This design comes from an exercise in tuning for small area and a short achievable clock period on the open sky130 flow, not from production work.
RTL that was checked went through simulation tests only; none was proved equivalent to the original.
Power figures rest on the tool's default switching activity, not on a simulated workload.

==> flow/design.v (excerpt) <==
module speedometer
(
	input clk,
	input rst,
	input speedInfrac,
	output [13:0] outSpeed,
	output [6:0] OL,
	output [3:0] DIG
);
Size in the first run: ~80 flip-flops, ~28 I/O pins, about 7600 sq um of cells after synthesis.
clock: 150.0 ns
lec_check: 0
abc_area: 1
cap_margin: 20
core_margin: 2
core_utilization: 60
cts_buf_list: sky130_fd_sc_hd__clkbuf_8
slew_margin: 20
standard.sh (not shown) runs the stock make flow with config.mk's settings and CLKGATE_MAP_FILE= SYNTH_SCRIPT=/design/flow/synth_recipe.tcl, a recipe that flattens the netlist after the stock synthesis.
==> flow/flow/run.sh <==
#!/bin/bash
set -euo pipefail
rm -rf scripts_area
cp -r "$FLOW_HOME/scripts" scripts_area
printf 'strash\ndc2\ndch\namap\n' > scripts_area/abc_area.script
bash standard.sh SCRIPTS_DIR="$PWD/scripts_area" \
  CTS_ARGS="-sink_clustering_enable -repair_clock_nets -buf_list sky130_fd_sc_hd__clkbuf_8 -sink_clustering_size 30 -sink_clustering_max_diameter 100 -dont_use_dummy_load" \
  BUFFER_PORTS_ARGS="-buffer_cell sky130_fd_sc_hd__buf_1" finish > standard_flow.log 2>&1
The starting point produced a clean layout.
Edit:
--- a/flow/design.v
+++ b/flow/design.v
@@ -67,41 +67,39 @@
 assign c10[0] = 1'b0;
 genvar g10;
 generate for (g10 = 0; g10 < 8; g10 = g10 + 1) begin : row10
 	assign d10[g10] = t10[g10] ^ n10[g10] ^ c10[g10];
 	assign c10[g10+1] = (t10[g10] & n10[g10]) | (t10[g10] & c10[g10]) | (n10[g10] & c10[g10]);
 end endgenerate
 wire q10 = ~|cnt[15:8] & c10[8];
 wire [7:0] r10 = q10 ? d10[7:0] : t10[7:0];
-wire [8:0] t9 = {r10, 1'b1};
+reg [7:0] p10;
+always @(posedge clk_50Mhz) p10 <= r10;
+reg pq13_0;
+always @(posedge clk_50Mhz) pq13_0 <= q13 | tmo;
+reg pq12_0;
+always @(posedge clk_50Mhz) pq12_0 <= q12 | tmo;
+reg pq11_0;
+always @(posedge clk_50Mhz) pq11_0 <= q11 | tmo;
+reg pq10_0;
+always @(posedge clk_50Mhz) pq10_0 <= q10 | tmo;
+wire [8:0] t9 = {p10, 1'b1};
 wire [8:0] n9 = ncnt[8:0];
 wire [9:0] c9;
 wire [8:0] d9;
-assign c9[0] = 1'b0;
+assign c9[0] = 1'b1;
 genvar g9;
 generate for (g9 = 0; g9 < 9; g9 = g9 + 1) begin : row9
 	assign d9[g9] = t9[g9] ^ n9[g9] ^ c9[g9];
 	assign c9[g9+1] = (t9[g9] & n9[g9]) | (t9[g9] & c9[g9]) | (n9[g9] & c9[g9]);
 end endgenerate
 wire q9 = ~|cnt[15:9] & c9[9];
 wire [8:0] r9 = q9 ? d9[8:0] : t9[8:0];
-reg [8:0] p9;
-always @(posedge clk_50Mhz) p9 <= r9;
-reg pq13_0;
-always @(posedge clk_50Mhz) pq13_0 <= q13 | tmo;
-reg pq12_0;
-always @(posedge clk_50Mhz) pq12_0 <= q12 | tmo;
-reg pq11_0;
-always @(posedge clk_50Mhz) pq11_0 <= q11 | tmo;
-reg pq10_0;
-always @(posedge clk_50Mhz) pq10_0 <= q10 | tmo;
-reg pq9_0;
-always @(posedge clk_50Mhz) pq9_0 <= q9 | tmo;
-wire [9:0] t8 = {p9, 1'b0};
+wire [9:0] t8 = {r9, 1'b0};
 wire [9:0] n8 = ncnt[9:0];
 wire [10:0] c8;
 wire [9:0] d8;
 assign c8[0] = 1'b1;
 genvar g8;
 generate for (g8 = 0; g8 < 10; g8 = g8 + 1) begin : row8
 	assign d8[g8] = t8[g8] ^ n8[g8] ^ c8[g8];
 	assign c8[g8+1] = (t8[g8] & n8[g8]) | (t8[g8] & c8[g8]) | (n8[g8] & c8[g8]);
@@ -150,17 +148,17 @@
 always @(posedge clk_50Mhz) pq13_1 <= pq13_0;
 reg pq12_1;
 always @(posedge clk_50Mhz) pq12_1 <= pq12_0;
 reg pq11_1;
 always @(posedge clk_50Mhz) pq11_1 <= pq11_0;
 reg pq10_1;
 always @(posedge clk_50Mhz) pq10_1 <= pq10_0;
 reg pq9_1;
-always @(posedge clk_50Mhz) pq9_1 <= pq9_0;
+always @(posedge clk_50Mhz) pq9_1 <= q9;
 reg pq8_1;
 always @(posedge clk_50Mhz) pq8_1 <= q8;
 reg pq7_1;
 always @(posedge clk_50Mhz) pq7_1 <= q7;
 reg pq6_1;
 always @(posedge clk_50Mhz) pq6_1 <= q6;
 reg pq5_1;
 always @(posedge clk_50Mhz) pq5_1 <= q5;
- sequential share of layout area shrinks by 0.56 points
- cell area goes up by 0.32%
- hold slack gets worse by 19 ps
- setup slack gets better by 640 ps
- via count goes down by 0.60%
- core utilization is higher by 0.21 points

speedometer, a different RTL version from the one above (not shown whole).
Size: about 840 cells after synthesis, roughly 81 flip-flops, about 28 I/O pins, roughly 7600 µm² of cells after synthesis.
clock: 150.0 ns
lec_check: 0
abc_area: 1
cap_margin: 20
core_margin: 2
core_utilization: 60
cts_buf_list: sky130_fd_sc_hd__clkbuf_8
slew_margin: 20
Scripts as last shown in full above: flow/flow/run.sh
Next try:
--- a/flow/design.v
+++ b/flow/design.v
@@ -215,43 +215,34 @@
 wire [17:0] c0;
 wire [16:0] d0;
 assign c0[0] = 1'b1;
 genvar g0;
 generate for (g0 = 0; g0 < 17; g0 = g0 + 1) begin : row0
 	assign d0[g0] = t0[g0] ^ n0[g0] ^ c0[g0];
 	assign c0[g0+1] = (t0[g0] & n0[g0]) | (t0[g0] & c0[g0]) | (n0[g0] & c0[g0]);
 end endgenerate
 wire q0 = 1'b1 & c0[17];
 wire [13:0] quo = {pq13_1, pq12_1, pq11_1, pq10_1, pq9_1, pq8_1, pq7_1, pq6_1, pq5_1, q4, q3, q2, q1, q0};
+wire cnt_ld = rst | ~edge_;
+wire [15:0] cnt_d = (cnt + 16'd1) & {16{~(rst | meas | tmo)}};
+wire cc_ld = rst | edge_ | meas;
+wire [4:0] cc_d = (circleCnt + 5'd1) & {5{~(rst | meas)}};
+wire os_ld = rst | (~edge_ & (meas | tmo));
+wire [13:0] os_d = ({14{rst}} & 14'd9999) | ({14{~rst & meas}} & quo);	 
 always @(posedge clk_50Mhz) begin
-	if (rst) begin
-		last <= 1'b1;
-		outSpeed <= 14'd9999;
-		cnt <= 16'd0;
-		circleCnt <= 5'd0;
-	end
-	else begin
-		if (edge_)
-			circleCnt <= circleCnt + 5'd1;
-		else if (meas) begin
-			circleCnt <= 5'd0;
-			outSpeed <= quo;	 
-			cnt <= 16'd0;
-		end
-		else if (!tmo)
-			cnt <= cnt + 16'd1;
-		else begin
-			cnt <= 16'd0;
-			outSpeed <= 14'd0;
-		end
-		last <= speedInfrac;
-	end
+	last <= rst | speedInfrac;
+	if (cnt_ld)
+		cnt <= cnt_d;
+	if (cc_ld)
+		circleCnt <= cc_d;
+	if (os_ld)
+		outSpeed <= os_d;
 end
 endmodule
 module Digital(clk_16k, rst, A, OL, DIG);
 	input clk_16k;
 	input rst;
 	input [13:0] A;
 	output reg [6:0] OL;
 	output reg [3:0] DIG;
 	function [3:0] add3;
 		input [3:0] x;
After rerunning: The changed run finished clean. Sequential power increases by 19%. Hold slack improved by 12 ps. Synthesized area increases by 2.8%. Cell area increases by 2.3%. Worst setup slack improved by 70 ps. Die area increases by 2.7%. Wire length decreases by 1.8%. Synthesized cell count decreases by 3.0%. Total power increases by 120%. Clock skew increases by 7.2 ps.
No functional check of the RTL was part of the second run of this note.

-- re-timing with driven ports --
The flow's constraints put no driver on any port. The routed layouts listed below were extracted and timed again, unchanged, in two steps. Step 1 (the two cells are an assumption about what drives the block):
set clk [get_ports {clk}]
set_driving_cell -lib_cell sky130_fd_sc_hd__clkbuf_16 $clk
set_driving_cell -lib_cell sky130_fd_sc_hd__buf_2 [delete_from_list [all_inputs] $clk]
Step 2 adds t to the input delays and takes it off the output delays; t is the mean of the earliest and latest rising clock arrival at the registers after step 1. Input paths then give back, and output paths get back, about the clock's delay inside the block. Slacks: no drivers / after step 1 / after step 2; pairs: no drivers / after step 1.
| run | t (ns) | setup WS [ns] | hold slack, ns | latest minus earliest clock arrival (ns) | pins driven straight from the clock port |
|---|---|---|---|---|---|
| the first run of note 1 | 0.399 | 117.506 / 117.518 / 117.118 | 0.347 / 0.347 / 0.347 | 0.028 / 0.029 | 1 |
| the second run of note 1 | 0.412 | 118.147 / 118.161 / 117.748 | 0.328 / 0.328 / 0.328 | 0.035 / 0.035 | 1 |
| the first run of note 2 | 0.403 | 118.190 / 118.205 / 117.802 | 0.318 / 0.318 / 0.318 | 0.029 / 0.029 | 1 |
| the second run of note 2 | 0.410 | 118.260 / 118.276 / 117.866 | 0.330 / 0.330 / 0.330 | 0.036 / 0.036 | 1 |
After both steps setup and hold are still met in every run listed. The setup slack of the second run of note 1, which loses most, moves by +0.014 ns with the drivers and by -0.399 ns with both steps.
